Optimization exercise on an open flow, not production practice. RTL: at most simulated, not proved equivalent. Clock network not from TritonCTS: every run shown here. The clock port is an ideal driver here. Power: default activity.

`flow/config.mk`:
```
export PLATFORM = sky130hd
export DESIGN_NAME = axi_stream_router
export DESIGN_NICKNAME = axi_stream_router
export VERILOG_FILES = /design/flow/design.v
export SDC_FILE = /design/flow/constraint.sdc
export NUM_CORES = 4
export LEC_CHECK = 0
export CAP_MARGIN = 20
export CORE_MARGIN = 2
export CORE_UTILIZATION = 40
export PLACE_DENSITY = 0.6
export SLEW_MARGIN = 20
```
`flow/flow/cts_pre.tcl`:
```
# Clock tree: the registers' clock pins are split into CLK_BUF_GROUPS groups by position
# (k-means), and each group gets one clock buffer at its centre, driven by the clock port.
# This replaces TritonCTS, which builds a root and four leaf buffers for this small design.
set cts_block [ord::get_db_block]
set cts_dbu [$cts_block getDbUnitsPerMicron]
set cts_net [$cts_block findNet clk]
set cts_k $::env(CLK_BUF_GROUPS)
set pins {}
foreach it [$cts_net getITerms] {
  set inst [$it getInst]
  set box [$inst getBBox]
  lappend pins [list "[$inst getName]/[[$it getMTerm] getName]" \
    [expr { ([$box xMin] + [$box xMax]) / 2.0 / $cts_dbu }] \
    [expr { ([$box yMin] + [$box yMax]) / 2.0 / $cts_dbu }]]
}
set pins [lsort -real -index 1 $pins]
set n [llength $pins]
# start from k slices along x
set cents {}
for { set c 0 } { $c < $cts_k } { incr c } {
  set p [lindex $pins [expr { int(($c + 0.5) * $n / $cts_k) }]]
  lappend cents [list [lindex $p 1] [lindex $p 2]]
}
for { set iter 0 } { $iter < 50 } { incr iter } {
  set groups {}
  for { set c 0 } { $c < $cts_k } { incr c } { lappend groups {} }
  foreach p $pins {
    set best 0
    set bd 1e30
    for { set c 0 } { $c < $cts_k } { incr c } {
      set dx [expr { [lindex $p 1] - [lindex $cents $c 0] }]
      set dy [expr { [lindex $p 2] - [lindex $cents $c 1] }]
      set d [expr { $dx * $dx + $dy * $dy }]
      if { $d < $bd } { set bd $d; set best $c }
    }
    lset groups $best [concat [lindex $groups $best] [list $p]]
  }
  set cents {}
  foreach g $groups {
    set sx 0.0; set sy 0.0
    foreach p $g { set sx [expr { $sx + [lindex $p 1] }]; set sy [expr { $sy + [lindex $p 2] }] }
    set m [expr { max(1, [llength $g]) }]
    lappend cents [list [expr { $sx / $m }] [expr { $sy / $m }]]
  }
}
set c 0
foreach g $groups cent $cents {
  if { [llength $g] == 0 } { continue }
  set loads {}
  foreach p $g { lappend loads [get_pins [lindex $p 0]] }
  puts "cts_pre: group $c, [llength $g] clock pins, $::env(CLK_BUF_CELL) at $cent"
  insert_buffer -buffer_cell $::env(CLK_BUF_CELL) -net clk -load_pins $loads -location $cent \
    -buffer_name clkbuf_leaf_$c -net_name clk_leaf_$c
  incr c
}
rename clock_tree_synthesis tritoncts_clock_tree_synthesis
proc clock_tree_synthesis { args } {
  puts "clock_tree_synthesis replaced by the clock buffers above"
  set_propagated_clock [all_clocks]
}
```
`flow/design.v`:
```
typedef struct packed {
    logic [7:0] port0_count;
    logic [7:0] port1_count;
    logic [7:0] port2_count;
} config_t;
module axi_stream_router (
    input  logic         clk,
    input  logic         rst,
    input  logic         s_tvalid,
    input  logic [21:0]  s_tdata,
    output logic         s_tready,
    input  logic         config_tvalid,
    input  logic [23:0]  config_tdata,
    output logic         config_tready,
    output logic         m0_tvalid,
    output logic [21:0]  m0_tdata,
    input  logic         m0_tready,
    output logic         m1_tvalid,
    output logic [21:0]  m1_tdata,
    input  logic         m1_tready,
    output logic         m2_tvalid,
    output logic [21:0]  m2_tdata,
    input  logic         m2_tready
);
    logic [2:0]  ph;
    logic [21:0] data;
    logic [7:0]  rem;
    logic [7:0]  cnt1, cnt2;
    assign s_tready      = ph[1];
    assign config_tready = ph[0] & ~ph[1];
    wire cap0 = ph[1] & ~ph[2] & s_tvalid & m0_tready;
    wire cap1 = ph[2] &  ph[0] & s_tvalid & m1_tready;
    wire cap2 = ph[1] & ~ph[0] & s_tvalid & m2_tready;
    wire cap  = cap0 | cap1 | cap2;
    wire zero = (rem == 8'd0);
    wire fin0 = zero & m0_tvalid & m0_tready & ~ph[2];
    wire fin1 = zero & m1_tvalid & m1_tready &  ph[0];
    wire fin2 = zero & m2_tvalid & m2_tready &  ph[1];
    wire fin  = fin0 | fin1 | fin2;
    always_ff @(posedge clk or posedge rst) begin
        if (rst) begin
            ph        <= 3'b000;
            m0_tvalid <= 1'b0;
            m1_tvalid <= 1'b0;
            m2_tvalid <= 1'b0;
        end else begin
            ph[0]     <= ph[0] ? ~fin1 : ~ph[2];
            ph[1]     <= ph[1] ? ~fin2 : (ph[0] & config_tvalid);
            ph[2]     <= ph[2] ? ph[1] : fin0;
            m0_tvalid <= cap0;
            m1_tvalid <= cap1;
            m2_tvalid <= cap2;
        end
    end
    wire capc = cap & ~fin;
    logic [7:0] t;
    always_comb begin
        t[0] = capc;
        for (int i = 1; i < 8; i++) t[i] = t[i-1] & ~rem[i-1];
    end
    wire [7:0] tog = t | ({8{fin0}} & cnt1) | ({8{fin1}} & cnt2);
    always_ff @(posedge clk) begin
        data <= s_tdata;
        if (!ph[1]) begin
            rem  <= config_tdata[23:16];
            cnt1 <= config_tdata[15:8];
            cnt2 <= config_tdata[7:0];
        end else begin
            rem  <= rem ^ tog;
        end
    end
    assign m0_tdata = data;
    assign m1_tdata = data;
    assign m2_tdata = data;
endmodule
```
`flow/flow/abc_area.script`:
```
&get -n
&st
&dch
&nf -a -R 1000
&put
```
`flow/flow/run.sh`:
```
#!/bin/bash
# Standard ORFS layout with three changes:
#  - synthesis maps the logic with an area-oriented ABC script (flow/abc_area.script)
#    instead of ORFS's speed script; everything else in synthesis is the standard flow's own script;
#  - the port buffers use the smallest buffer cell;
#  - the clock tree is 2 clkbuf_16, one per group of registers (flow/cts_pre.tcl).
# Each tool's output goes to a log of its own in this folder (make_finish.log holds the
# make run; ORFS keeps per-step logs under orfs/logs/).
set -euo pipefail
WD=$(pwd)
cat > "$WD/synth_area.tcl" <<TCL
puts "synth_area.tcl: mapping with $WD/flow/abc_area.script"
proc abc {args} {
  set i [lsearch -exact \$args -script]
  if {\$i >= 0} { set args [lreplace \$args \$i [expr {\$i + 1}] -script $WD/flow/abc_area.script] }
  yosys abc {*}\$args
}
source $WD/synth_recipe.tcl
TCL
export CLK_BUF_CELL=sky130_fd_sc_hd__clkbuf_16
export CLK_BUF_GROUPS=2
bash standard.sh \
  "SYNTH_SCRIPT=$WD/synth_area.tcl" \
  "BUFFER_PORTS_ARGS=-buffer_cell sky130_fd_sc_hd__buf_1" \
  "PRE_CTS_TCL=$WD/flow/cts_pre.tcl" \
  finish > make_finish.log 2>&1
```
`flow/standard.sh`:
```
#!/bin/bash
# synth_recipe.tcl (not shown) runs the flow's synth.tcl, then flattens the netlist and writes it again
# the make line also repeats each setting of config.mk as NAME=value (left out here)
make -C /OpenROAD-flow-scripts/flow DESIGN_CONFIG=/design/flow/config.mk WORK_HOME=/design/flow/orfs CLKGATE_MAP_FILE= SYNTH_SCRIPT=/design/flow/synth_recipe.tcl "${@:-finish}"
```
`flow/constraint.sdc`:
```
create_clock -name core_clock -period 4.0 [get_ports {clk}]
set_input_delay 0.8000 -clock core_clock [delete_from_list [all_inputs] [get_ports {clk}]]
set_output_delay 0.8000 -clock core_clock [all_outputs]
set_load 0.01 [all_outputs]
```
==> flow_summary_export.csv, run 1 <==
group,metric,value,unit
timing,fin_skew,18.4,ps
drt,routed_via_density,4.34,
synth,post_synth_instance_area,1950,um^2
timing,total_neg_setup_slack,0,ps
drt,initialDrtViolationCount,28,
placed_design,place.gp.congestion,0.835,
synth,synth_fa_ha_area_share,0,%
run,drv_cap,0,
timing,setup_viol_count_final,0,
worst_setup_path,critPathKind,"reg -> reg",
run_status,outcome,"finished clean",
grt,overflow,0,
timing,worst-slew-pin-transition,735,ps
timing,rsz0062_at_grt,"false",
synth,synth.net_count,215,
finish,antenna_cells,0,
timing,hold_viol_final,0,
floorplanning,boundaryPins,124,
timing,max_clock_freq,322,MHz
power,power_density,449,nW/um^2
placed_design,port_buffers,123,
synth,synth_largest_type_area_fraction,30.8,%
grt,global_routing_usage_summed_across_all_routing_layers,12.0,%
clock_network,cts_setup_buffers,0,
timing,min_period_over_period,77.6,%
power,peakVddDrop,0.313,mV
floorplanning,dieArea,5440,um^2
synth,netlist.top_cell.by_area,"dfxtp_1",
finish,area_growth,14.4,%
drt,route.antenna.remaining_nets,0,
drt,vias,1353,
grt,number_of_global_route_vias_before_repair,1211,
worst_setup_path,required,4010,ps
synth,syn-mean-instance-area,12.0,um^2
grt,grt_start_max_net_pins,31,
drt,wl_per_cell,11.4,um
floorplanning,die_w,73.8,um
synth,synth_cell_types,23,
clock_network,post_cts.resized_instances,0,
finish,nets,300,
synth,synthArstFlopShare,11.5,%
synth,ys_top_cells_by_area,"dfxtp_1 31%, edfxtp_1 25%, buf_4 17%",
clock_network,clk_latency,170,ps
placed_design,dp.final_hpwl,2.74,mm
synth,basic_gate_share_of_the_synthesized_area_counting_and_or_nand_and_nor_cells,9.00,%
floorplanning,initial_core_util,41.2,%
min_path,timing.hold.worst.class,"in -> async",
synth,synth.yosys.seq_area_share,63.2,%
drt,drc,0,
synth,muxShareOfSynthArea,0,%
synth,post-synth-top-count-cell,"buf_4",
synth,synth-edff-count,16,
worst_setup_path,end_kind,"register",
worst_setup_path,crit_path_max_fanout,9,
synth,synth_cells,162,
floorplanning,rows,25,
clock_network,path_clk_slew,100,ps
synth,synth_seq_cells,52,
synth,synth_area_in_xor_xnor,3.60,%
synth,synth_compound_gate_area_share,6.43,%
floorplanning,placeableCoreArea,4720,um^2
grt,grt_antenna_before_repair,0,
synth,synth.cells.most_frequent,"44 x buf_4, 30 x dfxtp_1, 16 x edfxtp_1",
power,static-leakage-power,0.788,nW
timing,final_max_slew_viol_count,0,
finish,post_route_cells_drive_above_1_share,1.63,%
synth,synth_top_family_by_area,"buffers and inverters",
finish,stdcell_area,2230,um^2
synth,synth_flop_cell,"dfxtp_1",
grt,grt_first_pass_wirelength,5.39,mm
worst_setup_path,worst_setup_path_start_kind,"register",
clock_network,hold_buffers,0,
synth,yosys_warnings,1,
timing,finalWorstPathRequiredPeriod,3100,ps
timing,worst_slew_margin_rel,51.0,%
timing,final.hold.worst_slack,493,ps
drt,finalWirelength,3.56,mm
drt,drtPass1Iterations,4,
placed_design,post_dp_cell_area,2180,um^2
floorplanning,die-height,73.8,um
worst_setup_path,cp_data_arrival_time,3110,ps
metal layers:
metal | up-vias | part of all wire [%] | GRT usage (%)
met3 | 2 | 9.5 | 1.65
met5 | - | 0 | 0
met4 | 0 | 1.0 | 1.41
li1 | 681 | - | -
met1 | 595 | 43 | 17.0
met2 | 75 | 47 | 20.1
state kept, by name, indices dropped and copies added (netlist names):
| register | count |
|---|---|
| ph | 3 |
| m1_tvalid | 1 |
| cnt2 | 8 |
| rem | 8 |
| data | 22 |
| m0_tvalid | 1 |
| m2_tvalid | 1 |
| cnt1 | 8 |
cells by family (layout without fill, tap and decap cells):
group | count (synthesis) | after routing
buf+inv | 48 | 131
xor+xnor | 8 | 8
simple gates | 35 | 35
flops | 52 | 52
compound gates | 19 | 19
final timing paths:
path	startpoint	endpoint	slack (ps)	depth (start not counted)
max reg2reg	rem[0]	rem[7]	900	12
max in group asynchronous	rst	m0_tvalid	3360	2
max	rem[0]	rem[7]	900	12
min reg2reg	ph[2]	ph[0]	530	1
min	rst	m2_tvalid	490	2
min in group core_clock	ph[2]	ph[0]	530	1
layout by cell type, fill, tap and decap left out:
master,count
clkinv_1,4
o21ai_0,1
a21oi_1,10
nand3_1,4
a221oi_1,5
nor3_1,2
xor2_1,5
buf_1,123
xnor2_1,3
dfrtp_1,6
and4b_1,1
nor2_1,14
edfxtp_1,16
nand2_1,5
nor2b_1,2
nor4_1,2
and4_1,2
a222oi_1,1
or4_1,2
a21o_1,1
buf_4,2
clkbuf_16,2
a41oi_1,1
nand2b_1,1
dfxtp_1,30
worst max-delay path, stage by stage (launching register included):
cell      delay, ps
dfxtp_1         340
or4_1           530
nor2_1          230
nand3_1         130
nor2_1          480
nor4_1          160
nor2b_1         180
nor2b_1         140
nand2b_1        130
nor4_1           90
a222oi_1        290
xor2_1          180
a21oi_1          80
report_power, final:
part / total (mW) / leakage (nW) / internal (mW) / switching, mW
clock: 0.214 / 0.0246 / 0.0919 / 0.122
combinational: 0.142 / 0.294 / 0.0716 / 0.0706
sequential: 0.644 / 0.469 / 0.599 / 0.0449
total: 1.00 / 0.788 / 0.763 / 0.237
layout make-up, without the clock buffers:
type                       instances  area, um^2
fill                             459        2500
multi-input combinational         62         370
sequential                        52        1230
timing repair buffer             125         477
inverter                           4        15.0
tap                               67        83.8
per-stage QoR:
stage               utilization (%)  std cells  total power [mW]  setup WS (ps)
floorplan                         -        162             0.768           1340
global placement               46.1        310             0.795           1070
detailed placement             46.1        310             0.800            921
CTS                            47.2        312              1.02            882
global route                   47.2        312              1.06            587
finish                         47.2        312              1.00            897
==> inputs of run 2 (changes only) <==
--- a/flow/flow/run.sh
+++ b/flow/flow/run.sh
@@ -3,7 +3,7 @@
 #  - synthesis maps the logic with an area-oriented ABC script (flow/abc_area.script)
 #    instead of ORFS's speed script; everything else in synthesis is the standard flow's own script;
 #  - the port buffers use the smallest buffer cell;
-#  - the clock tree is 2 clkbuf_16, one per group of registers (flow/cts_pre.tcl).
+#  - the clock tree is 3 clkbuf_8, one per group of registers (flow/cts_pre.tcl).
 # Each tool's output goes to a log of its own in this folder (make_finish.log holds the
 # make run; ORFS keeps per-step logs under orfs/logs/).
 set -euo pipefail
@@ -17,8 +17,8 @@
 }
 source $WD/synth_recipe.tcl
 TCL
-export CLK_BUF_CELL=sky130_fd_sc_hd__clkbuf_16
-export CLK_BUF_GROUPS=2
+export CLK_BUF_CELL=sky130_fd_sc_hd__clkbuf_8
+export CLK_BUF_GROUPS=3
 bash standard.sh \
   "SYNTH_SCRIPT=$WD/synth_area.tcl" \
   "BUFFER_PORTS_ARGS=-buffer_cell sky130_fd_sc_hd__buf_1" \
==> run 2 against run 1 <==
  * Still clean
  * Utilization shrank 0.19 points
  * Final cell count up 0.32%
  * Combinational power about the same
==> flow_summary_export.csv, run 2 <==
group,metric,value,unit
drt,routed_via_density,4.33,
worst_setup_path,critPathKind,"reg -> reg",
floorplanning,die-height,73.8,um
timing,total_neg_setup_slack,0,ps
worst_setup_path,cpLargestDelayFamily,"simple AND/OR/NAND/NOR gates",
worst_setup_path,crit_path_max_incr_delay,530,ps
placed_design,port_buffers,123,
placed_design,post_dp_cell_area,2180,um^2
finish,layout.core_utilization,47.0,%
timing,min_period_over_period,78.2,%
clock_network,path_clk_slew,110,ps
drt,wl_per_cell,11.4,um
floorplanning,rows,25,
timing,worst-slew-pin-transition,712,ps
synth,synth_largest_type_area_fraction,30.8,%
synth,synth.cells.most_frequent,"44 x buf_4, 30 x dfxtp_1, 16 x edfxtp_1",
timing,final_max_slew_viol_count,0,
placed_design,dp.final_hpwl,2.74,mm
finish,largest_reg_flops,22,
clock_network,hold_buffers,0,
floorplanning,dieArea,5440,um^2
timing,finalWorstPathRequiredPeriod,3130,ps
drt,drtPass1Iterations,4,
timing,rsz0062_at_grt,"false",
synth,post-synth-top-count-cell,"buf_4",
finish,area_growth,13.9,%
drt,route.antenna.remaining_nets,0,
worst_setup_path,crit_chain,"or4_1, nor2_1, nand3_1, nor2_1, nor4_1, nor2b_1, nor2b_1, nand2b_1, nor4_1, a222oi_1, xor2_1, a21oi_1",
drt,finalWirelength,3.58,mm
synth,post_synth_instance_area,1950,um^2
floorplanning,initial_core_util,41.2,%
finish,finalNonFillerCells,313,
synth,yosys_warnings,1,
clock_network,clk_latency,160,ps
grt,overflow,0,
finish,antenna_cells,0,
synth,synth_cell_types,23,
floorplanning,boundaryPins,124,
drt,initialDrtViolationCount,46,
finish,registers.top_by_ff_count,"data",
worst_setup_path,worst_setup_path_start_kind,"register",
clock_network,post_cts.resized_instances,0,
grt,number_of_global_route_vias_before_repair,1216,
worst_setup_path,cp_data_arrival_time,3130,ps
timing,hold_viol_final,0,
power,peakVddDrop,0.256,mV
worst_setup_path,slowest_stage,"or4_1",
synth,synth_seq_cells,52,
placed_design,placedCellCount,310,
timing,setup_viol_count_final,0,
grt,global_routing_usage_summed_across_all_routing_layers,12.2,%
finish,stdcell_area,2220,um^2
drt,vias,1354,
synth,synth-edff-count,16,
finish,most-common-layout-cells,"123 x buf_1, 30 x dfxtp_1, 16 x edfxtp_1",
synth,synth_cells,162,
grt,grt_start_max_net_pins,25,
power,static-leakage-power,0.785,nW
drt,drc,0,
run,drv_cap,0,
run_status,outcome,"finished clean",
power,power_density,443,nW/um^2
grt,grt_first_pass_wirelength,5.47,mm
synth,synth.net_count,215,
synth,syn-mean-instance-area,12.0,um^2
synth,netlist.top_cell.by_area,"dfxtp_1",
synth,synthArstFlopShare,11.5,%
timing,max_clock_freq,320,MHz
min_path,timing.hold.worst.class,"in -> async",
floorplanning,placeableCoreArea,4720,um^2
finish,post_route_cells_drive_above_1_share,2.03,%
timing,fin_skew,15.2,ps
timing,worst_slew_margin_rel,52.6,%
synth,synth.yosys.seq_area_share,63.2,%
worst_setup_path,crit_path_max_fanout,9,
clock_network,cts_setup_buffers,0,
placed_design,place.gp.congestion,0.835,
worst_setup_path,timing.critical_path.buf_inv,0,
grt,grt_antenna_before_repair,0,
worst_setup_path,end_kind,"register",
floorplanning,die_w,73.8,um
synth,ys_top_cells_by_area,"dfxtp_1 31%, edfxtp_1 25%, buf_4 17%",
finish,mostFrequentLayoutCell,"buf_1",
synth,synth_flop_cell,"dfxtp_1",
worst_setup_path,required,4000,ps
finish,nets,301,
## run 2: cell types whose count changed in the layout (fill, tap and decap cells not counted), sizes merged
| cell | previous run | this run |
|---|---|---|
| clkbuf | 2 | 3 |
## run 2: final timing paths
check                             from        end  slack (ps)  depth (start not counted)
worst max-delay path            rem[0]     rem[7]         870                         12
worst min-delay path               rst  m0_tvalid         490                          2
worst max register to register  rem[0]     rem[7]         870                         12
worst min register to register   ph[2]      ph[0]         540                          1
max in group asynchronous          rst  m1_tvalid        3360                          2
min in group core_clock          ph[2]      ph[0]         540                          1
## run 2: where the power goes
part	total, mW	switching [mW]	internal, mW
clock network	0.194	0.125	0.0697
registers	0.644	0.0450	0.599
logic	0.143	0.0716	0.0716
## run 2: worst reg2reg max path, cell delays in order, from the launching register on
cell	delay [ps]
dfxtp_1	340
or4_1	530
nor2_1	230
nand3_1	130
nor2_1	480
nor4_1	140
nor2b_1	170
nor2b_1	140
nand2b_1	130
nor4_1	90
a222oi_1	290
xor2_1	190
a21oi_1	90
## run 2: cell type report, without the clock buffers
type	count	area, um^2
inverter	4	15.0
multi-input combinational	62	370
timing repair buffer	125	477
sequential	52	1230
tap	67	83.8
fill	462	2500
## run 2: layer usage
layer / GRT usage, % / up-vias / wire, um
li1: - / 682 / -
met5: 0 / - / 0
met1: 17.1 / 591 / 1530
met4: 1.82 / 0 / 56
met3: 1.65 / 4 / 338
met2: 20.6 / 77 / 1650
## run 2: cells by family (layout without fill, tap and decap cells)
family	count (synthesis)	after routing	share of synthesized area, %
flops	52	52	63.2
compound gates	19	19	6.43
xor+xnor	8	8	3.60
buf+inv	48	132	17.7
simple gates	35	35	9.00
## run 2: through the flow
step           hold WS [ps]  setup slack [ps]  power (mW)
2_1_floorplan           489              1340       0.768
3_3_place_gp            527              1070       0.795
3_5_place_dp            519               921       0.800
4_1_cts                 490               861       0.993
5_1_grt                 498               566        1.04
6_report                491               873       0.982
==> inputs of run 3 (changes only) <==
--- a/flow/design.v
+++ b/flow/design.v
@@ -52,21 +52,21 @@
             m2_tvalid <= cap2;
         end
     end
+    wire fcfg = ph[0] & ~ph[1] & config_tvalid;
     wire capc = cap & ~fin;
     logic [7:0] t;
     always_comb begin
         t[0] = capc;
         for (int i = 1; i < 8; i++) t[i] = t[i-1] & ~rem[i-1];
     end
-    wire [7:0] tog = t | ({8{fin0}} & cnt1) | ({8{fin1}} & cnt2);
+    wire [7:0] tog = t | ({8{fcfg}} & config_tdata[23:16]) |
+                     ({8{fin0}} & cnt1) | ({8{fin1}} & cnt2);
     always_ff @(posedge clk) begin
         data <= s_tdata;
+        rem  <= (~ph[2] & ~ph[0]) ? 8'd0 : rem ^ tog;
         if (!ph[1]) begin
-            rem  <= config_tdata[23:16];
             cnt1 <= config_tdata[15:8];
             cnt2 <= config_tdata[7:0];
-        end else begin
-            rem  <= rem ^ tog;
         end
     end
     assign m0_tdata = data;
==> run 3 against run 2 <==
  * Final cell count fell by 7.7%
  * Largest cell class unchanged
  * Global-route usage shrank 1.2 points
  * Cell area fell by 2.3%
  * Fmax increased by 22%
  * Synthesized area fell by 1.3%
  * Critical path depth fell by 1
  * Die area down 1.3%
  * First-iteration DRC count grew 63%
  * Total power hardly changed
==> flow_summary_export.csv, run 3 <==
group,metric,value,unit
floorplanning,boundaryPins,124,
synth,post-synth-top-count-cell,"buf_4",
floorplanning,initial_core_util,41.2,%
drt,routed_via_density,4.75,
worst_setup_path,end_kind,"register",
synth,syn-mean-instance-area,12.6,um^2
power,static-leakage-power,0.782,nW
synth,post_synth_instance_area,1920,um^2
timing,min_period_over_period,64.2,%
finish,nets,290,
grt,overflow,0,
drt,drtPass1Iterations,5,
synth,synth_flop_cell,"dfxtp_1",
synth,synthArstFlopShare,11.5,%
finish,post_route_cells_drive_above_1_share,1.70,%
run_status,outcome,"finished clean",
grt,global_routing_usage_summed_across_all_routing_layers,11.0,%
clock_network,path_clk_slew,120,ps
timing,worst-slew-pin-transition,398,ps
clock_network,cts_setup_buffers,0,
floorplanning,placeableCoreArea,4660,um^2
floorplanning,die-height,73.3,um
drt,finalWirelength,3.52,mm
drt,wl_per_cell,12.2,um
finish,registers.top_by_ff_count,"data",
synth,netlist.top_cell.by_area,"dfxtp_1",
synth,synth_cells,152,
grt,grt_antenna_before_repair,0,
finish,mostFrequentLayoutCell,"buf_1",
drt,route.antenna.remaining_nets,0,
worst_setup_path,crit_path_max_fanout,10,
synth,yosys_warnings,1,
floorplanning,rows,25,
finish,most-common-layout-cells,"123 x buf_1, 30 x dfxtp_1, 16 x edfxtp_1",
drt,drc,0,
synth,synth_largest_type_area_fraction,31.3,%
worst_setup_path,worst_setup_path_start_kind,"register",
run,drv_cap,0,
floorplanning,dieArea,5370,um^2
synth,synth_cell_types,22,
timing,worst_slew_margin_rel,73.5,%
worst_setup_path,setup.reg_to_reg.worst_slack,1430,ps
grt,number_of_global_route_vias_before_repair,1102,
clock_network,post_cts.resized_instances,0,
timing,max_clock_freq,389,MHz
timing,total_neg_setup_slack,0,ps
power,peakVddDrop,0.214,mV
synth,ys_top_cells_by_area,"dfxtp_1 31%, edfxtp_1 25%, buf_4 17%",
timing,hold_viol_final,0,
finish,antenna_cells,0,
timing,final_max_slew_viol_count,0,
timing,setup_viol_count_final,0,
worst_setup_path,required,4060,ps
timing,finalWorstPathRequiredPeriod,2570,ps
timing,fin_skew,31.2,ps
finish,finalNonFillerCells,289,
synth,synth.yosys.seq_area_share,64.1,%
synth,synth.net_count,205,
worst_setup_path,cp_data_arrival_time,2630,ps
clock_network,hold_buffers,0,
placed_design,dp.final_hpwl,2.68,mm
placed_design,port_buffers,123,
synth,synth.cells.most_frequent,"44 x buf_4, 30 x dfxtp_1, 16 x edfxtp_1",
grt,grt_start_max_net_pins,23,
grt,grt_first_pass_wirelength,4.83,mm
synth,synth_seq_cells,52,
placed_design,placedCellCount,286,
finish,largest_reg_flops,22,
drt,initialDrtViolationCount,75,
drt,vias,1373,
placed_design,place.gp.congestion,0.830,
power,power_density,453,nW/um^2
finish,area_growth,12.9,%
worst_setup_path,critPathKind,"reg -> reg",
synth,synth-edff-count,16,
min_path,timing.hold.worst.class,"in -> async",
floorplanning,die_w,73.3,um
clock_network,clk_latency,170,ps
timing,rsz0062_at_grt,"false",
-- run 3: cell count changes after synthesis, moves of 2 or more --
| cell | previous run | this run |
|---|---|---|
| nand2b_1 | 1 | 3 |
| nor2_1 | 14 | 3 |
| nor3_1 | 2 | 0 |
| nor4_1 | 2 | 0 |
| xnor2_1 | 3 | 0 |
| nand3_1 | 4 | 1 |
| o22ai_1 | 0 | 8 |
| and3_1 | 0 | 3 |
| xor2_1 | 5 | 0 |
| nand2_1 | 5 | 3 |
| o21ai_0 | 1 | 3 |
| a221oi_1 | 5 | 0 |
| a222oi_1 | 1 | 8 |
-- run 3: critical path, cell delays in order, from the launching register on --
cell and delay, ps:
dfxtp_1 360, or4_1 540, nor2_1 210, and4_1 470
nor2_1 90, o31a_1 110, o21a_1 130, nand2b_1 110
or3_1 130, o21ai_0 100, o22ai_1 150, a21oi_1 50
-- run 3: through the flow --
| stage | setup WS (ps) | hold WS, ps | power [mW] | utilization [%] | cell area, um^2 |
|---|---|---|---|---|---|
| floorplan | 1650 | 423 | 0.769 | - | 1920 |
| global placement | 1420 | 444 | 0.797 | 45.6 | 2130 |
| detailed placement | 1350 | 446 | 0.800 | 45.6 | 2130 |
| CTS | 1440 | 466 | 0.991 | 46.5 | 2170 |
| global route | 1270 | 490 | 1.04 | 46.5 | 2170 |
| finish | 1430 | 470 | 0.982 | 46.5 | 2170 |
-- run 3: per-layer routing --
| layer | vias up | share of wire [%] | track usage, % |
|---|---|---|---|
| met2 | 83 | 46 | 18.5 |
| met1 | 610 | 43 | 15.7 |
| met4 | 0 | 1.2 | 1.21 |
| met3 | 4 | 10 | 1.65 |
| met5 | - | 0 | 0 |
| li1 | 676 | - | - |
-- run 3: cells by family (layout without fill, tap and decap cells) --
kind of cell	after synthesis	after routing	synth area share [%]
simple gates	20	20	6.19
compound gates	33	33	11.9
flops	52	52	64.1
buf+inv	47	130	17.8
-- run 3: path summary, 6_finish.rpt --
path | to | cells after the start | start
worst max-delay path | rem[7] | 11 | rem[1]
worst min-delay path | ph[0] | 2 | rst
worst max register to register | rem[7] | 11 | rem[1]
worst min register to register | rem[7] | 1 | rem[7]
max in group asynchronous | m1_tvalid | 2 | rst
min in group core_clock | rem[7] | 1 | rem[7]
-- run 3: report_power, final --
group,switching [mW],internal [mW],leakage (nW)
clock network,0.124,0.0697,0.0216
logic,0.0701,0.0609,0.287
registers,0.0468,0.610,0.473
total,0.241,0.741,0.782
-- run 3: area by class of cell, without the clock buffers --
type	count	area (um^2)
fillers	451	2490
flip-flops and latches	52	1230
repair buffers	124	469
multi-input cells	53	348
well taps	54	67.6
inverters	3	11.3
==> inputs of run 4 (changes only) <==
--- a/flow/config.mk
+++ b/flow/config.mk
@@ -6,7 +6,7 @@
 export NUM_CORES = 4
 export LEC_CHECK = 0
 export CAP_MARGIN = 20
-export CORE_MARGIN = 2
-export CORE_UTILIZATION = 40
-export PLACE_DENSITY = 0.6
+export CORE_AREA = 3 3 77 77
+export DIE_AREA = 0 0 80 80
+export PLACE_DENSITY = 0.9
 export SLEW_MARGIN = 20
==> run 4 against run 3 <==
  * Critical path depth is the same
  * Cell area grew 0.58%
  * Total power up 0.60%
  * Flip-flop and latch count unchanged
  * Sequential share of layout area fell by 0.33 points
  * Setup slack better by 29 ps
  * Utilization decreased by 4.6 points
  * Synthesized area unchanged
  * Via count is 0.29% higher
  * Largest cell class unchanged
==> flow_summary_export.csv, run 4 <==
group,metric,value,unit
worst_setup_path,worstRegToRegCells,11,
drt,wl_per_cell,13.2,um
floorplanning,initial_core_util,36.9,%
clock_network,clk_latency,160,ps
synth,synth.net_count,205,
floorplanning,placeableCoreArea,5200,um^2
synth,syn-mean-instance-area,12.6,um^2
worst_setup_path,critPathKind,"reg -> reg",
synth,muxShareOfSynthArea,0,%
clock_network,hold_buffers,0,
synth,synthArstFlopShare,11.5,%
synth,post-synth-top-count-cell,"buf_4",
drt,drtPass1Iterations,4,
synth,synth_largest_type_area_fraction,31.3,%
timing,total_neg_setup_slack,0,ps
power,total_power,987,uW
drt,drc,0,
finish,area_growth,13.6,%
synth,yosys_warnings,1,
floorplanning,boundaryPins,124,
timing,setup_slack,1460,ps
finish,most-common-layout-cells,"123 x buf_1, 30 x dfxtp_1, 16 x edfxtp_1",
clock_network,post_cts.resized_instances,0,
synth,synth_seq_cells,52,
power,static-leakage-power,0.776,nW
worst_setup_path,end_kind,"register",
synth,netlist.top_cell.by_area,"dfxtp_1",
synth,synth.yosys.seq_area_share,64.1,%
finish,num-fill-cells,523,
grt,grt_antenna_before_repair,0,
drt,finalWirelength,4.01,mm
timing,final.hold.worst_slack,468,ps
placed_design,placedCellCount,301,
grt,number_of_global_route_vias_before_repair,1246,
timing,final_max_slew_viol_count,0,
timing,rsz0062_at_grt,"false",
grt,global_routing_usage_summed_across_all_routing_layers,11.3,%
floorplanning,rows,26,
grt,grt_first_pass_wirelength,5.82,mm
finish,stdcell_area,2180,um^2
run,drv_cap,0,
synth,synth_area_in_xor_xnor,0,%
floorplanning,die-height,80,um
synth,basic_gate_share_of_the_synthesized_area_counting_and_or_nand_and_nor_cells,6.19,%
timing,worst_slew_margin_rel,61.8,%
drt,initialDrtViolationCount,86,
timing,setup_viol_count_final,0,
synth,ys_top_cells_by_area,"dfxtp_1 31%, edfxtp_1 25%, buf_4 17%",
placed_design,place.gp.congestion,0.797,
clock_network,path_clk_slew,110,ps
drt,vias,1377,
synth,synth_cells,152,
floorplanning,dieArea,6400,um^2
worst_setup_path,worst_setup_path_start_kind,"register",
synth,synth_top_family_by_area,"buffers and inverters",
finish,antenna_cells,0,
placed_design,post_dp_cell_area,2140,um^2
worst_setup_path,cp_data_arrival_time,2600,ps
placed_design,dp_slack,1350,ps
synth,synth_flop_cell,"dfxtp_1",
grt,grt_start_max_net_pins,20,
min_path,timing.hold.worst.class,"in -> async",
synth,synth_compound_gate_area_share,11.9,%
power,peakVddDrop,0.245,mV
synth,post_synth_instance_area,1920,um^2
finish,registers.top_by_ff_count,"data",
finish,mostFrequentLayoutCell,"buf_1",
timing,hold_viol_final,0,
timing,fin_skew,11.3,ps
synth,synth_cell_types,22,
drt,route.antenna.remaining_nets,0,
finish,post_route_cells_drive_above_1_share,1.28,%
worst_setup_path,required,4060,ps
finish,layout.core_utilization,41.9,%
finish,nets,289,
finish,largest_reg_flops,22,
clock_network,cts_setup_buffers,0,
timing,max_clock_freq,394,MHz
floorplanning,die_w,80,um
placed_design,port_buffers,123,
synth,synth-edff-count,16,
grt,overflow,0,
timing,worst-slew-pin-transition,570,ps
synth,synth_fa_ha_area_share,0,%
timing,finalWorstPathRequiredPeriod,2540,ps
finish,finalNonFillerCells,304,
synth,synth.cells.most_frequent,"44 x buf_4, 30 x dfxtp_1, 16 x edfxtp_1",
power,power_density,453,nW/um^2
run_status,outcome,"finished clean",
drt,routed_via_density,4.53,
worst_setup_path,crit_path_max_fanout,10,
timing,min_period_over_period,63.5,%
placed_design,dp.final_hpwl,3.22,mm
## run 4: final cells by class, without the clock buffers
type | instances | area (um^2) | area share [%]
Multi-Input combinational cell | 53 | 348 | 15.9
Sequential cell | 52 | 1230 | 56.5
Inverter | 3 | 11.3 | 0.516
Tap cell | 70 | 87.6 | 4.02
Timing Repair Buffer | 123 | 462 | 21.2
## run 4: critical path, cell delays in order (launching register included)
cell	delay (ps)
dfxtp_1	350
or4_1	540
nor2_1	200
and4_1	480
nor2_1	100
o31a_1	120
o21a_1	130
nand2b_1	120
or3_1	130
o21ai_0	100
o22ai_1	130
a21oi_1	50
## run 4: path summary, 6_finish.rpt
check / slack [ps] / start / to
worst max-delay path: 1460 / rem[0] / rem[7]
worst min-delay path: 470 / rst / ph[0]
worst max register to register: 1460 / rem[0] / rem[7]
worst min register to register: 470 / rem[7] / rem[7]
max in group asynchronous: 3390 / rst / ph[2]
min in group core_clock: 470 / rem[7] / rem[7]
## run 4: report_power, final
| group | internal [mW] | total, mW | leakage, nW | switching (mW) |
|---|---|---|---|---|
| Combinational | 0.0598 | 0.133 | 0.281 | 0.0728 |
| Clock | 0.0698 | 0.197 | 0.0216 | 0.127 |
| Sequential | 0.610 | 0.658 | 0.473 | 0.0479 |
| Total | 0.740 | 0.987 | 0.776 | 0.248 |
## run 4: per-layer routing
layer | GRT usage [%] | routed length (um)
met5 | 0 | 0
met4 | 1.35 | 50
met3 | 2.48 | 411
met2 | 19.5 | 2000
met1 | 14.9 | 1550
## run 4: logic make-up (layout without fill, tap and decap cells)
group	count (synthesis)	after routing
compound gates	33	33
flops	52	52
simple gates	20	20
buf+inv	47	129
==> inputs of run 5 (changes only) <==
--- a/flow/flow/run.sh
+++ b/flow/flow/run.sh
@@ -3,7 +3,7 @@
 #  - synthesis maps the logic with an area-oriented ABC script (flow/abc_area.script)
 #    instead of ORFS's speed script; everything else in synthesis is the standard flow's own script;
 #  - the port buffers use the smallest buffer cell;
-#  - the clock tree is 3 clkbuf_8, one per group of registers (flow/cts_pre.tcl).
+#  - the clock tree is 4 buf_4, one per group of registers (flow/cts_pre.tcl).
 # Each tool's output goes to a log of its own in this folder (make_finish.log holds the
 # make run; ORFS keeps per-step logs under orfs/logs/).
 set -euo pipefail
@@ -17,8 +17,8 @@
 }
 source $WD/synth_recipe.tcl
 TCL
-export CLK_BUF_CELL=sky130_fd_sc_hd__clkbuf_8
-export CLK_BUF_GROUPS=3
+export CLK_BUF_CELL=sky130_fd_sc_hd__buf_4
+export CLK_BUF_GROUPS=4
 bash standard.sh \
   "SYNTH_SCRIPT=$WD/synth_area.tcl" \
   "BUFFER_PORTS_ARGS=-buffer_cell sky130_fd_sc_hd__buf_1" \
==> run 5 against run 4 <==
  * Global-route usage grew 0.072 points
  * Worst hold slack gained 4.0 ps
  * Synthesized area is the same
  * Cell area shrank 0.52%
  * Clock skew grew 7.7 ps
  * Routed wire length shrank 0.20%
  * First-iteration DRC count shrank 10%
  * Final cell count grew 0.33%
  * Setup slack lost 4.3 ps
  * Flip-flop and latch count is the same
  * Total power shrank 2.1%
  * Sequential power is essentially flat
  * Critical endpoint unchanged
  * Highest routed layer unchanged
==> flow_summary_export.csv, run 5 <==
group,metric,value,unit
power,peakVddDrop,0.236,mV
timing,max_clock_freq,393,MHz
synth,syn-mean-instance-area,12.6,um^2
power,pwr-share-comb,13.7,%
timing,total_neg_setup_slack,0,ps
timing,setup_viol_count_final,0,
power,p_sw,244,uW
clock_network,cts_setup_buffers,0,
worst_setup_path,crit_path_max_fanout,10,
timing,rsz0062_at_grt,"false",
finish,area_growth,13.0,%
drt,vias,1373,
worst_setup_path,cp_data_arrival_time,2600,ps
finish,most-common-layout-cells,"123 x buf_1, 30 x dfxtp_1, 16 x edfxtp_1",
run,drv_cap,0,
clock_network,clk_latency,150,ps
grt,number_of_global_route_vias_before_repair,1266,
synth,synth.cells.most_frequent,"44 x buf_4, 30 x dfxtp_1, 16 x edfxtp_1",
floorplanning,die-height,80,um
worst_setup_path,critPathKind,"reg -> reg",
synth,synth_cells,152,
synth,synth_seq_cells,52,
synth,synth_cell_types,22,
synth,synthArstFlopShare,11.5,%
timing,finalWorstPathRequiredPeriod,2540,ps
finish,antenna_cells,0,
power,seq_power_share,68.1,%
timing,fin_skew,19.0,ps
floorplanning,placeableCoreArea,5200,um^2
finish,stdcell_area,2170,um^2
drt,drc,0,
placed_design,placedCellCount,301,
floorplanning,die_w,80,um
power,internal_power,723,uW
drt,drtPass1Iterations,4,
synth,synth_flop_cell,"dfxtp_1",
timing,setup_slack,1460,ps
synth,synth_largest_type_area_fraction,31.3,%
floorplanning,rows,26,
placed_design,dp.final_hpwl,3.22,mm
grt,grt_start_max_net_pins,19,
placed_design,post_dp_cell_area,2140,um^2
synth,synth-edff-count,16,
placed_design,port_buffers,123,
min_path,timing.hold.worst.class,"reg -> reg",
worst_setup_path,crit_start,"rem[1]",
power,total_power,967,uW
finish,post_route_cells_drive_above_1_share,1.70,%
worst_setup_path,reg2reg_from,"rem[1]",
finish,num-fill-cells,526,
finish,layout.core_utilization,41.7,%
power,switching_share,25.2,%
timing,worst_slew_margin_rel,61.7,%
floorplanning,boundaryPins,124,
synth,netlist.top_cell.by_area,"dfxtp_1",
floorplanning,initial_core_util,36.9,%
power,static-leakage-power,0.774,nW
grt,overflow,0,
worst_setup_path,cpLargestDelayFamily,"simple AND/OR/NAND/NOR gates",
grt,grt_first_pass_wirelength,5.87,mm
grt,global_routing_usage_summed_across_all_routing_layers,11.4,%
grt,grt_antenna_before_repair,0,
finish,mostFrequentLayoutCell,"buf_1",
worst_setup_path,end_kind,"register",
synth,post_synth_instance_area,1920,um^2
worst_setup_path,timing.critical_path.buf_inv,0,
clock_network,hold_buffers,0,
synth,post-synth-top-count-cell,"buf_4",
run_status,outcome,"finished clean",
timing,worst-slew-pin-transition,571,ps
worst_setup_path,crit_path_max_incr_delay,530,ps
finish,finalNonFillerCells,305,
synth,synth.net_count,205,
worst_setup_path,required,4050,ps
drt,routed_via_density,4.50,
synth,yosys_warnings,1,
finish,largest_reg_flops,22,
timing,min_period_over_period,63.6,%
placed_design,place.gp.congestion,0.797,
timing,hold_viol_final,0,
clock_network,path_clk_slew,120,ps
worst_setup_path,crit_chain,"or4_1, nor2_1, and4_1, nor2_1, o31a_1, o21a_1, nand2b_1, or3_1, o21ai_0, o22ai_1, a21oi_1",
drt,initialDrtViolationCount,77,
worst_setup_path,worst_setup_path_start_kind,"register",
clock_network,post_cts.resized_instances,0,
power,power_density,446,nW/um^2
synth,synth.yosys.seq_area_share,64.1,%
drt,route.antenna.remaining_nets,0,
power,p_clk_share,18.2,%
worst_setup_path,crit_path_frequent_cell,"nor2_1",
finish,registers.top_by_ff_count,"data",
drt,wl_per_cell,13.1,um
finish,nets,290,
timing,final.hold.worst_slack,472,ps
drt,finalWirelength,4.00,mm
timing,final_max_slew_viol_count,0,
synth,ys_top_cells_by_area,"dfxtp_1 31%, edfxtp_1 25%, buf_4 17%",
floorplanning,dieArea,6400,um^2
worst_setup_path,slowest_stage,"or4_1",
placed_design,dp_slack,1350,ps
min_path,worst_hold_startpoint,"rem[3]",
[run 5: cell counts after synthesis]
Identical to the previous run, type by type.
[run 5: power groups by stage]
| stage | Sequential (mW) | Clock (mW) | Combinational, mW |
|---|---|---|---|
| after floorplan | 0.666 | 0 | 0.103 |
| after global placement | 0.665 | 0 | 0.128 |
| after detailed placement | 0.670 | 0 | 0.134 |
| after CTS | 0.658 | 0.186 | 0.135 |
| after global routing | 0.668 | 0.210 | 0.149 |
| final | 0.659 | 0.176 | 0.132 |
[run 5: final cells by class, without the clock buffers]
cell class	instances	area, um^2	share of cell area (%)
Sequential cell	52	1230	56.7
Timing Repair Buffer	123	462	21.3
Multi-Input combinational cell	53	348	16.0
Tap cell	70	87.6	4.04
Inverter	3	11.3	0.519
[run 5: metal layers]
layer  vias to the layer above  GRT usage [%]  share of wire, %
li1                        676              -                 -
met5                         -              0                 0
met3                         9           2.26               9.7
met4                         0           2.03               1.9
met2                        67           19.6                50
met1                       621           14.8                38
[run 5: path summary, 6_finish.rpt]
| path | end | slack, ps | cells after the start |
|---|---|---|---|
| hold reg to reg | rem[3] | 470 | 1 |
| setup reg to reg | rem[7] | 1460 | 11 |
| setup / recovery | rem[7] | 1460 | 11 |
| hold / removal | rem[3] | 470 | 1 |
| max in group asynchronous | ph[2] | 3360 | 2 |
| min in group asynchronous | ph[0] | 500 | 2 |
[run 5: kinds of logic (layout without fill, tap and decap cells)]
| family | Yosys count | in the layout | share of synthesized area [%] |
|---|---|---|---|
| AOI/OAI and AO/OA | 33 | 33 | 11.9 |
| buffers and inverters | 47 | 130 | 17.8 |
| and+or+nand+nor | 20 | 20 | 6.19 |
| DFF | 52 | 52 | 64.1 |
==> inputs of run 6 (changes only) <==
--- a/flow/flow/run.sh
+++ b/flow/flow/run.sh
@@ -1,6 +1,6 @@
 #!/bin/bash
 # Standard ORFS layout with three changes:
-#  - synthesis maps the logic with an area-oriented ABC script (flow/abc_area.script)
+#  - synthesis maps the logic with an area-oriented ABC script with mfs3 area recovery (flow/abc_area.script)
 #    instead of ORFS's speed script; everything else in synthesis is the standard flow's own script;
 #  - the port buffers use the smallest buffer cell;
 #  - the clock tree is 4 buf_4, one per group of registers (flow/cts_pre.tcl).
==> flow/flow/abc_area.script (replaced) <==
&get -n
&st
&dch
&nf -a -R 1000
&put
mfs3 -a
topo
--- a/flow/flow/cts_pre.tcl
+++ b/flow/flow/cts_pre.tcl
@@ -1,5 +1,5 @@
-# Clock tree: the registers' clock pins are split into CLK_BUF_GROUPS groups by position
-# (k-means), and each group gets one clock buffer at its centre, driven by the clock port.
+# Clock tree: the registers' clock pins are split into CLK_BUF_GROUPS groups of equal size by
+# position (k-means), and each group gets one clock buffer at its centre, driven by the clock port.
 # This replaces TritonCTS, which builds a root and four leaf buffers for this small design.
 set cts_block [ord::get_db_block]
 set cts_dbu [$cts_block getDbUnitsPerMicron]
@@ -21,19 +21,29 @@
   set p [lindex $pins [expr { int(($c + 0.5) * $n / $cts_k) }]]
   lappend cents [list [lindex $p 1] [lindex $p 2]]
 }
-for { set iter 0 } { $iter < 50 } { incr iter } {
-  set groups {}
-  for { set c 0 } { $c < $cts_k } { incr c } { lappend groups {} }
-  foreach p $pins {
-    set best 0
-    set bd 1e30
+# k-means with equal group sizes: each round assigns the closest pin-centre pairs first, with
+# at most ceil(n / k) pins per group, then moves each centre to the mean of its group.
+set cap [expr { ($n + $cts_k - 1) / $cts_k }]
+for { set iter 0 } { $iter < 30 } { incr iter } {
+  set pairs {}
+  for { set i 0 } { $i < $n } { incr i } {
+    set p [lindex $pins $i]
     for { set c 0 } { $c < $cts_k } { incr c } {
       set dx [expr { [lindex $p 1] - [lindex $cents $c 0] }]
       set dy [expr { [lindex $p 2] - [lindex $cents $c 1] }]
-      set d [expr { $dx * $dx + $dy * $dy }]
-      if { $d < $bd } { set bd $d; set best $c }
+      lappend pairs [list [expr { $dx * $dx + $dy * $dy }] $i $c]
     }
-    lset groups $best [concat [lindex $groups $best] [list $p]]
+  }
+  set pairs [lsort -real -index 0 $pairs]
+  set taken [lrepeat $n 0]
+  set sizes [lrepeat $cts_k 0]
+  set groups [lrepeat $cts_k {}]
+  foreach pr $pairs {
+    lassign $pr d i c
+    if { [lindex $taken $i] || [lindex $sizes $c] >= $cap } { continue }
+    lset taken $i 1
+    lset sizes $c [expr { [lindex $sizes $c] + 1 }]
+    lset groups $c [concat [lindex $groups $c] [list [lindex $pins $i]]]
   }
   set cents {}
   foreach g $groups {
==> run 6 against run 5 <==
  * Global-route usage rose by 0.053 points
  * Die area is the same
  * Synthesized cell count rose by 0.66%
  * Utilization is 0.096 points lower
  * Critical path depth stayed put
  * Routed wire length increased by 2.6%
  * Total power up 1.1%
  * Synthesized area down 0.26%
  * First-iteration DRC count rose by 27%
  * Clock skew decreased by 9.1 ps
  * Flip-flop and latch count unchanged
  * Worst hold slack better by 2.0 ps
  * Largest cell class unchanged
==> flow_summary_export.csv, run 6 <==
group,metric,value,unit
synth,synth_flop_cell,"dfxtp_1",
drt,finalWirelength,4.11,mm
floorplanning,die_w,80,um
drt,drc,0,
clock_network,clk_latency,160,ps
timing,setup_viol_count_final,0,
synth,synth.net_count,206,
power,power_density,452,nW/um^2
drt,wl_per_cell,13.4,um
timing,min_period_over_period,64.7,%
grt,global_routing_usage_summed_across_all_routing_layers,11.4,%
finish,registers.top_by_ff_count,"data",
floorplanning,die-height,80,um
synth,synth_cell_types,23,
run_status,outcome,"finished clean",
worst_setup_path,crit_path_max_fanout,10,
timing,max_clock_freq,387,MHz
synth,ys_top_cells_by_area,"dfxtp_1 31%, edfxtp_1 25%, buf_4 17%",
power,peakVddDrop,0.168,mV
drt,routed_via_density,4.60,
worst_setup_path,crit_path_frequent_cell,"o21ai_0",
finish,multi_input_comb_area,343,um^2
grt,grt_first_pass_wirelength,5.93,mm
power,total_power,978,uW
timing,finalWorstPathRequiredPeriod,2590,ps
timing,total_neg_setup_slack,0,ps
timing,hold_viol_final,0,
finish,mostFrequentLayoutCell,"buf_1",
placed_design,post_dp_cell_area,2130,um^2
synth,synthArstFlopShare,11.5,%
worst_setup_path,setup.reg_to_reg.worst_slack,1470,ps
finish,most-common-layout-cells,"123 x buf_1, 30 x dfxtp_1, 16 x edfxtp_1",
finish,antenna_cells,0,
synth,synth_seq_cells,52,
timing,worst-slew-pin-transition,580,ps
timing,fin_skew,9.94,ps
timing,final_max_slew_viol_count,0,
synth,post_synth_instance_area,1920,um^2
grt,grt_antenna_before_repair,0,
run,drv_cap,0,
synth,synth.yosys.seq_area_share,64.3,%
finish,finalNonFillerCells,306,
worst_setup_path,critPathKind,"in -> reg",
synth,netlist.top_cell.by_area,"dfxtp_1",
clock_network,cts_setup_buffers,0,
drt,route.antenna.remaining_nets,0,
placed_design,dp.final_hpwl,3.17,mm
worst_setup_path,cpLargestDelayFamily,"simple AND/OR/NAND/NOR gates",
synth,synth_cells,153,
timing,final.hold.worst_slack,474,ps
floorplanning,initial_core_util,36.8,%
grt,overflow,0,
worst_setup_path,slowest_stage,"or3_1",
finish,nets,291,
placed_design,port_buffers,123,
drt,drtPass1Iterations,4,
timing,worst_slew_margin_rel,61.1,%
synth,synth.cells.most_frequent,"44 x buf_4, 30 x dfxtp_1, 16 x edfxtp_1",
placed_design,dp_slack,1250,ps
finish,num-fill-cells,531,
finish,layout.core_utilization,41.6,%
floorplanning,placeableCoreArea,5200,um^2
worst_setup_path,cp_data_arrival_time,2680,ps
grt,number_of_global_route_vias_before_repair,1345,
drt,vias,1408,
clock_network,post_cts.resized_instances,0,
floorplanning,dieArea,6400,um^2
worst_setup_path,timing.critical_path.buf_inv,1,
floorplanning,rows,26,
finish,post_route_cells_drive_above_1_share,1.69,%
min_path,timing.hold.worst.class,"in -> async",
timing,rsz0062_at_grt,"false",
drt,initialDrtViolationCount,98,
finish,area_growth,13.0,%
finish,sequential_cell_area,1230,um^2
grt,grt_start_max_net_pins,19,
synth,post-synth-top-count-cell,"buf_4",
placed_design,placedCellCount,302,
power,static-leakage-power,0.773,nW
clock_network,hold_buffers,0,
synth,yosys_warnings,1,
worst_setup_path,worst_setup_path_start_kind,"primary input",
floorplanning,boundaryPins,124,
worst_setup_path,end_kind,"register",
worst_setup_path,crit_chain,"buf_1, nor2b_1, and3_1, nor2_1, o31a_1, o21ai_0, nand2b_1, or3_1, o21ai_0, o22ai_1, a21oi_1",
finish,stdcell_area,2160,um^2
placed_design,place.gp.congestion,0.729,
synth,syn-mean-instance-area,12.5,um^2
synth,synth-edff-count,16,
synth,synth_largest_type_area_fraction,31.4,%
clock_network,path_clk_slew,130,ps
worst_setup_path,crit_path_max_incr_delay,340,ps
finish,largest_reg_flops,22,
worst_setup_path,required,4100,ps
timing,setup_slack,1410,ps
==> run 6: cell count changes in the layout (fill, tap and decap cells not counted) <==
cell / delta
or4_1: -2
and4_1: -1
nand2_1: +1
o21ai_0: +1
nand3_1: +1
nand2b_1: -2
nor4_1: +2
and2_0: +1
or2_0: +1
o21a_1: -1
==> run 6: report_power, final <==
part	total [mW]	internal (mW)	switching, mW
sequential	0.662	0.610	0.0514
combinational	0.131	0.0585	0.0726
clock	0.185	0.0531	0.132
==> run 6: final timing paths <==
check | from | end | cells past startpoint
setup / recovery | m0_tready | rem[7] | 11
hold / removal | rst | m2_tvalid | 2
setup reg to reg | rem[1] | rem[7] | 11
hold reg to reg | rem[7] | rem[7] | 1
max in group asynchronous | rst | ph[2] | 2
min in group core_clock | rem[7] | rem[7] | 1
==> run 6: cell type report, without the clock buffers <==
class,count,area share (%)
Sequential cell,52,56.9
Tap cell,70,4.05
Timing Repair Buffer,123,21.3
Multi-Input combinational cell,54,15.8
Inverter,3,0.520
==> run 6: routing by layer <==
| metal | GRT usage [%] | part of all wire [%] |
|---|---|---|
| met5 | 0 | 0 |
| met4 | 2.03 | 1.1 |
| met3 | 5.19 | 14 |
| met2 | 19.4 | 50 |
| met1 | 13.3 | 35 |
==> run 6: logic make-up (layout without fill, tap and decap cells) <==
logic type / count (synthesis) / count (layout) / share of synthesized area (%)
AOI/OAI and AO/OA: 33 / 33 / 11.8
buffers and inverters: 47 / 130 / 17.8
DFF: 52 / 52 / 64.3
and+or+nand+nor: 21 / 21 / 6.08
==> inputs of run 7 (changes only) <==
--- a/flow/flow/run.sh
+++ b/flow/flow/run.sh
@@ -3,7 +3,8 @@
 #  - synthesis maps the logic with an area-oriented ABC script with mfs3 area recovery (flow/abc_area.script)
 #    instead of ORFS's speed script; everything else in synthesis is the standard flow's own script;
 #  - the port buffers use the smallest buffer cell;
-#  - the clock tree is 4 buf_4, one per group of registers (flow/cts_pre.tcl).
+#  - the clock tree is 4 buffers, one per group of registers, each sized up from buf_4
+#    until its estimated slew is low enough (flow/cts_pre.tcl).
 # Each tool's output goes to a log of its own in this folder (make_finish.log holds the
 # make run; ORFS keeps per-step logs under orfs/logs/).
 set -euo pipefail
@@ -19,6 +20,7 @@
 TCL
 export CLK_BUF_CELL=sky130_fd_sc_hd__buf_4
 export CLK_BUF_GROUPS=4
+export CLK_SLEW_EST_NS=0.130
 bash standard.sh \
   "SYNTH_SCRIPT=$WD/synth_area.tcl" \
   "BUFFER_PORTS_ARGS=-buffer_cell sky130_fd_sc_hd__buf_1" \
--- a/flow/flow/cts_pre.tcl
+++ b/flow/flow/cts_pre.tcl
@@ -63,6 +63,30 @@
     -buffer_name clkbuf_leaf_$c -net_name clk_leaf_$c
   incr c
 }
+# Size each clock buffer up until the placement estimate of the slew at its registers' clock
+# pins is at most CLK_SLEW_EST_NS (the estimate reads about 15 ps above the signed-off slew).
+set_propagated_clock [all_clocks]
+set cts_sizes {sky130_fd_sc_hd__buf_4 sky130_fd_sc_hd__buf_6 sky130_fd_sc_hd__clkbuf_8 sky130_fd_sc_hd__clkbuf_16}
+proc cts_worst_slew { inst } {
+  set w 0.0
+  set net [get_nets -of_objects [get_pins [get_full_name $inst]/X]]
+  foreach p [get_pins -of_objects $net -filter "direction == input"] {
+    set s [get_property $p slew_max]
+    if { $s > $w } { set w $s }
+  }
+  return $w
+}
+estimate_parasitics -placement
+foreach inst [get_cells clkbuf_leaf_*] {
+  set i [lsearch -exact $cts_sizes [get_property $inst ref_name]]
+  while { [set w [cts_worst_slew $inst]] > $::env(CLK_SLEW_EST_NS) && $i >= 0 && $i < [llength $cts_sizes] - 1 } {
+    incr i
+    puts "cts_pre: [get_full_name $inst] estimated slew $w ns, now [lindex $cts_sizes $i]"
+    replace_cell $inst [lindex $cts_sizes $i]
+    estimate_parasitics -placement
+  }
+  puts "cts_pre: [get_full_name $inst] [get_property $inst ref_name], estimated slew [cts_worst_slew $inst] ns"
+}
 rename clock_tree_synthesis tritoncts_clock_tree_synthesis
 proc clock_tree_synthesis { args } {
   puts "clock_tree_synthesis replaced by the clock buffers above"
==> run 7 against run 6 <==
  * Total power up 0.70%
  * Cell area increased by 0.17%
  * Fmax about the same
  * Clock skew grew 25 ps
  * Critical endpoint unchanged
  * Largest cell class unchanged
==> flow_summary_export.csv, run 7 <==
group,metric,value,unit
synth,synth_seq_cells,52,
finish,area_growth,13.2,%
synth,ys_top_cells_by_area,"dfxtp_1 31%, edfxtp_1 25%, buf_4 17%",
timing,finalWorstPathRequiredPeriod,2590,ps
clock_network,post_cts.resized_instances,0,
drt,drc,0,
synth,yosys_warnings,1,
power,p_clk_share,19.5,%
finish,registers.top_by_ff_count,"data",
worst_setup_path,worst_setup_path_start_kind,"primary input",
floorplanning,dieArea,6400,um^2
clock_network,hold_buffers,0,
synth,synth_largest_type_area_fraction,31.4,%
min_path,timing.hold.worst.class,"in -> async",
synth,synth.cells.most_frequent,"44 x buf_4, 30 x dfxtp_1, 16 x edfxtp_1",
power,seq_power_share,67.2,%
synth,post_synth_instance_area,1920,um^2
power,p_sw,256,uW
worst_setup_path,slowest_stage,"or3_1",
timing,max_clock_freq,386,MHz
placed_design,place.gp.congestion,0.729,
drt,vias,1409,
clock_network,clk_latency,160,ps
worst_setup_path,cp_data_arrival_time,2680,ps
synth,post-synth-top-count-cell,"buf_4",
synth,synth.yosys.seq_area_share,64.3,%
finish,antenna_cells,0,
worst_setup_path,crit_chain,"buf_1, nor2b_1, and3_1, nor2_1, o31a_1, o21ai_0, nand2b_1, or3_1, o21ai_0, o22ai_1, a21oi_1",
timing,min_period_over_period,64.7,%
drt,drtPass1Iterations,4,
synth,synth-edff-count,16,
drt,route.antenna.remaining_nets,0,
power,internal_power,729,uW
timing,rsz0062_at_grt,"false",
timing,fin_skew,34.9,ps
grt,grt_antenna_before_repair,0,
floorplanning,die-height,80,um
drt,finalWirelength,4.11,mm
synth,synth_cell_types,23,
timing,setup_viol_count_final,0,
finish,most-common-layout-cells,"123 x buf_1, 30 x dfxtp_1, 16 x edfxtp_1",
finish,num-fill-cells,532,
placed_design,port_buffers,123,
synth,synth.net_count,206,
synth,synthArstFlopShare,11.5,%
floorplanning,placeableCoreArea,5200,um^2
run_status,outcome,"finished clean",
placed_design,dp.final_hpwl,3.17,mm
power,power_density,454,nW/um^2
worst_setup_path,critPathKind,"in -> reg",
grt,grt_start_max_net_pins,19,
synth,netlist.top_cell.by_area,"dfxtp_1",
drt,routed_via_density,4.60,
finish,layout.core_utilization,41.7,%
worst_setup_path,cpLargestDelayFamily,"simple AND/OR/NAND/NOR gates",
grt,global_routing_usage_summed_across_all_routing_layers,11.4,%
clock_network,path_clk_slew,120,ps
worst_setup_path,crit_path_max_fanout,10,
power,total_power,985,uW
timing,final.hold.worst_slack,475,ps
timing,hold_viol_final,0,
timing,worst_slew_margin_rel,61.1,%
finish,mostFrequentLayoutCell,"buf_1",
floorplanning,rows,26,
power,peakVddDrop,0.187,mV
power,static-leakage-power,0.774,nW
timing,total_neg_setup_slack,0,ps
timing,worst-slew-pin-transition,580,ps
power,switching_share,26.0,%
grt,number_of_global_route_vias_before_repair,1345,
synth,synth_flop_cell,"dfxtp_1",
drt,wl_per_cell,13.4,um
worst_setup_path,crit_path_max_incr_delay,340,ps
timing,final_max_slew_viol_count,0,
floorplanning,die_w,80,um
floorplanning,boundaryPins,124,
finish,post_route_cells_drive_above_1_share,1.69,%
finish,largest_reg_flops,22,
finish,nets,291,
worst_setup_path,crit_path_frequent_cell,"o21ai_0",
worst_setup_path,required,4100,ps
run,drv_cap,0,
clock_network,cts_setup_buffers,0,
floorplanning,initial_core_util,36.8,%
grt,grt_first_pass_wirelength,5.93,mm
worst_setup_path,end_kind,"register",
worst_setup_path,timing.critical_path.buf_inv,1,
grt,overflow,0,
synth,syn-mean-instance-area,12.5,um^2
drt,initialDrtViolationCount,98,
power,pwr-share-comb,13.3,%
synth,synth_cells,153,
## run 7: cell counts after synthesis
No cell type changed its count.
## run 7: path summary, 6_finish.rpt
check	startpoint	end	slack, ps	cells after the start
max reg2reg	rem[1]	rem[7]	1470	11
max in group asynchronous	rst	m2_tvalid	3340	2
min reg2reg	rem[7]	rem[7]	490	1
min	rst	ph[1]	480	2
max	m0_tready	rem[7]	1410	11
min in group core_clock	rem[7]	rem[7]	490	1
## run 7: area by class of cell, without the clock buffers
type                    instances  area (um^2)  share of cell area, %
well taps                      70         87.6                   4.04
flip-flops and latches         52         1230                   56.8
repair buffers                123          462                   21.3
inverters                       3         11.3                  0.519
multi-input cells              54          343                   15.8
## run 7: power by group through the flow
stage,sequential (mW),clock [mW],combinational (mW)
3_5_place_dp,0.672,0,0.133
6_report,0.662,0.192,0.131
3_3_place_gp,0.668,0,0.127
5_1_grt,0.672,0.226,0.147
2_1_floorplan,0.668,0,0.102
4_1_cts,0.661,0.204,0.133
## run 7: logic make-up after synthesis
logic type	count (synthesis)	synth area share, %
flip-flops	52	64.3
AND/OR/NAND/NOR	21	6.08
AO/OA/AOI/OAI	33	11.8
buffers and inverters	47	17.8
## run 7: worst register-to-register path, cell delays in order, from the launching register on
cell      delay, ps
dfxtp_1         360
nor4_1          410
and2_0          250
and4_1          460
nor2_1           90
o31a_1          110
o21ai_0         110
nand2b_1        200
or3_1           130
o21ai_0         100
o22ai_1         150
a21oi_1          50
## run 7: routing by layer
layer  GRT usage [%]  vias up  part of all wire [%]
li1                -      683                     -
met1            13.3      644                    34
met2            19.4       77                    50
met3            5.19        5                    14
met4            2.03        0                   1.1
met5               0        -                     0
## run 7: stage by stage
stage	cells	setup WS, ps	cell area, um^2
floorplan	153	1580	1920
global route	306	1270	2170
global placement	302	1370	2130
CTS	306	1420	2170
detailed placement	302	1250	2130
finish	306	1410	2170
==> inputs of run 8 (changes only) <==
--- a/flow/flow/run.sh
+++ b/flow/flow/run.sh
@@ -20,7 +20,7 @@
 TCL
 export CLK_BUF_CELL=sky130_fd_sc_hd__buf_4
 export CLK_BUF_GROUPS=4
-export CLK_SLEW_EST_NS=0.130
+export CLK_SLEW_EST_NS=0.120
 bash standard.sh \
   "SYNTH_SCRIPT=$WD/synth_area.tcl" \
   "BUFFER_PORTS_ARGS=-buffer_cell sky130_fd_sc_hd__buf_1" \
==> run 8 against run 7 <==
  * Still clean
  * Setup slack about the same
  * Synthesized cell count unchanged
  * Final cell count unchanged
  * Register-to-register slack about the same
  * Utilization up 0.072 points
  * Clock power up 4%
  * Via count up 0.78%
  * Worst hold slack better by 6.4 ps
  * Combinational power about the same
  * Largest cell class unchanged
  * Largest power group unchanged
==> flow_summary_export.csv, run 8 <==
group,metric,value,unit
synth,netlist.top_cell.by_area,"dfxtp_1",
synth,post_synth_instance_area,1920,um^2
worst_setup_path,required,4100,ps
placed_design,dp.final_hpwl,3.17,mm
worst_setup_path,timing.critical_path.buf_inv,1,
power,seq_power_share,66.7,%
synth,syn-mean-instance-area,12.5,um^2
drt,drtPass1Iterations,6,
timing,worst-slew-pin-transition,583,ps
power,p_sw,256,uW
finish,num-fill-cells,530,
timing,rsz0062_at_grt,"false",
synth,muxShareOfSynthArea,0,%
timing,fin_skew,30.4,ps
finish,nets,291,
synth,synth_cell_types,23,
timing,min_period_over_period,64.7,%
synth,synth_seq_cells,52,
synth,synth_area_in_xor_xnor,0,%
worst_setup_path,crit_chain,"buf_1, nor2b_1, and3_1, nor2_1, o31a_1, o21ai_0, nand2b_1, or3_1, o21ai_0, o22ai_1, a21oi_1",
timing,finalWorstPathRequiredPeriod,2590,ps
run_status,outcome,"finished clean",
floorplanning,rows,26,
floorplanning,dieArea,6400,um^2
synth,synth_top_family_by_area,"buffers and inverters",
finish,largest_reg_flops,22,
drt,routed_via_density,4.64,
synth,post-synth-top-count-cell,"buf_4",
finish,registers.top_by_ff_count,"data",
finish,layout.core_utilization,41.7,%
floorplanning,die-height,80,um
finish,most-common-layout-cells,"123 x buf_1, 30 x dfxtp_1, 16 x edfxtp_1",
placed_design,post_dp_cell_area,2130,um^2
grt,overflow,0,
worst_setup_path,critical_path.reg2reg.endpoint,"rem[7]",
floorplanning,die_w,80,um
finish,stdcell_area,2170,um^2
grt,grt_start_max_net_pins,19,
synth,synth_largest_type_area_fraction,31.4,%
timing,total_neg_setup_slack,0,ps
synth,synth-edff-count,16,
floorplanning,placeableCoreArea,5200,um^2
drt,wl_per_cell,13.4,um
power,power_density,457,nW/um^2
synth,synth.yosys.seq_area_share,64.3,%
power,internal_power,736,uW
worst_setup_path,timing.critical_path.to,"rem[7]",
synth,synth_flop_cell,"dfxtp_1",
power,p_clk_share,20.0,%
finish,mostFrequentLayoutCell,"buf_1",
worst_setup_path,end_kind,"register",
finish,antenna_cells,0,
clock_network,cts_setup_buffers,0,
worst_setup_path,worst_setup_path_start_kind,"primary input",
min_path,timing.hold.worst.class,"in -> async",
clock_network,post_cts.resized_instances,0,
clock_network,hold_buffers,0,
run,drv_cap,0,
worst_setup_path,cpLargestDelayFamily,"simple AND/OR/NAND/NOR gates",
synth,synth_compound_gate_area_share,11.8,%
timing,setup_viol_count_final,0,
worst_setup_path,worstRegToRegCells,11,
worst_setup_path,crit_start,"m0_tready",
synth,synthArstFlopShare,11.5,%
worst_setup_path,timing.critical_path.depth,11,
placed_design,port_buffers,123,
drt,finalWirelength,4.11,mm
synth,ys_top_cells_by_area,"dfxtp_1 31%, edfxtp_1 25%, buf_4 17%",
grt,number_of_global_route_vias_before_repair,1345,
worst_setup_path,setup.reg_to_reg.worst_slack,1480,ps
timing,final.hold.worst_slack,482,ps
floorplanning,initial_core_util,36.8,%
grt,global_routing_usage_summed_across_all_routing_layers,11.4,%
synth,yosys_warnings,1,
worst_setup_path,crit_path_frequent_cell,"o21ai_0",
power,peakVddDrop,0.187,mV
worst_setup_path,crit_path_max_fanout,10,
drt,initialDrtViolationCount,96,
grt,grt_first_pass_wirelength,5.93,mm
synth,basic_gate_share_of_the_synthesized_area_counting_and_or_nand_and_nor_cells,6.07,%
timing,worst_slew_margin_rel,60.9,%
synth,synth_fa_ha_area_share,0,%
worst_setup_path,slowest_stage,"or3_1",
synth,synth_cells,153,
finish,post_route_cells_drive_above_1_share,1.69,%
placed_design,place.gp.congestion,0.729,
drt,drc,0,
worst_setup_path,critPathKind,"in -> reg",
synth,synth.net_count,206,
drt,vias,1420,
worst_setup_path,reg2reg_from,"rem[1]",
drt,route.antenna.remaining_nets,0,
synth,synth.cells.most_frequent,"44 x buf_4, 30 x dfxtp_1, 16 x edfxtp_1",
worst_setup_path,cp_data_arrival_time,2680,ps
timing,max_clock_freq,386,MHz
power,switching_share,25.8,%
power,pwr-share-comb,13.2,%
power,total_power,992,uW
clock_network,path_clk_slew,120,ps
clock_network,clk_latency,150,ps
worst_setup_path,crit_path_max_incr_delay,340,ps
timing,final_max_slew_viol_count,0,
grt,grt_antenna_before_repair,0,
timing,hold_viol_final,0,
finish,area_growth,13.4,%
floorplanning,boundaryPins,124,
power,static-leakage-power,0.776,nW
## run 8: cell counts after synthesis
No cell type changed its count.
## run 8: kinds of logic after synthesis
kind of cell / count (synthesis)
compound gates: 33
flops: 52
buf+inv: 47
simple gates: 21
## run 8: through the flow
step	setup WS [ps]	std cells
floorplan	1580	153
global placement	1370	302
detailed placement	1250	302
CTS	1420	306
global route	1240	306
finish	1410	306
## run 8: worst min path at each step
stage	endpoint	startpoint	depth (start not counted)	slack, ps
3_3_place_gp	rem[7]	rem[7]	1	450
4_1_cts	ph[0]	rst	2	490
6_report	ph[0]	rst	2	480
3_5_place_dp	rem[7]	rem[7]	1	460
5_1_grt	ph[0]	rst	2	490
2_1_floorplan	rem[3]	rem[3]	1	430
## run 8: power by group through the flow
stage	Sequential (mW)	Combinational (mW)	Clock (mW)
2_1_floorplan	0.668	0.102	0
3_3_place_gp	0.668	0.127	0
3_5_place_dp	0.672	0.133	0
4_1_cts	0.661	0.133	0.211
5_1_grt	0.671	0.147	0.233
6_report	0.662	0.131	0.199
## run 8: cell type report, without the clock buffers
type / count / area [um^2] / share of cell area (%)
well taps: 70 / 87.6 / 4.03
inverters: 3 / 11.3 / 0.518
multi-input cells: 54 / 343 / 15.8
repair buffers: 123 / 462 / 21.3
flip-flops and latches: 52 / 1230 / 56.7
## run 8: metal layers
metal	part of all wire [%]	routed length [um]	track usage, %	vias up
met5	0	0	0	-
met4	1.1	45	2.03	0
met3	15	606	5.19	5
met2	50	2050	19.4	82
met1	34	1400	13.3	651
li1	-	-	-	682
## run 8: worst register-to-register path: stages (launching register included)
cell,delay [ps]
dfxtp_1,360
nor4_1,410
and2_0,250
and4_1,450
nor2_1,90
o31a_1,110
o21ai_0,110
nand2b_1,200
or3_1,130
o21ai_0,100
o22ai_1,150
a21oi_1,50
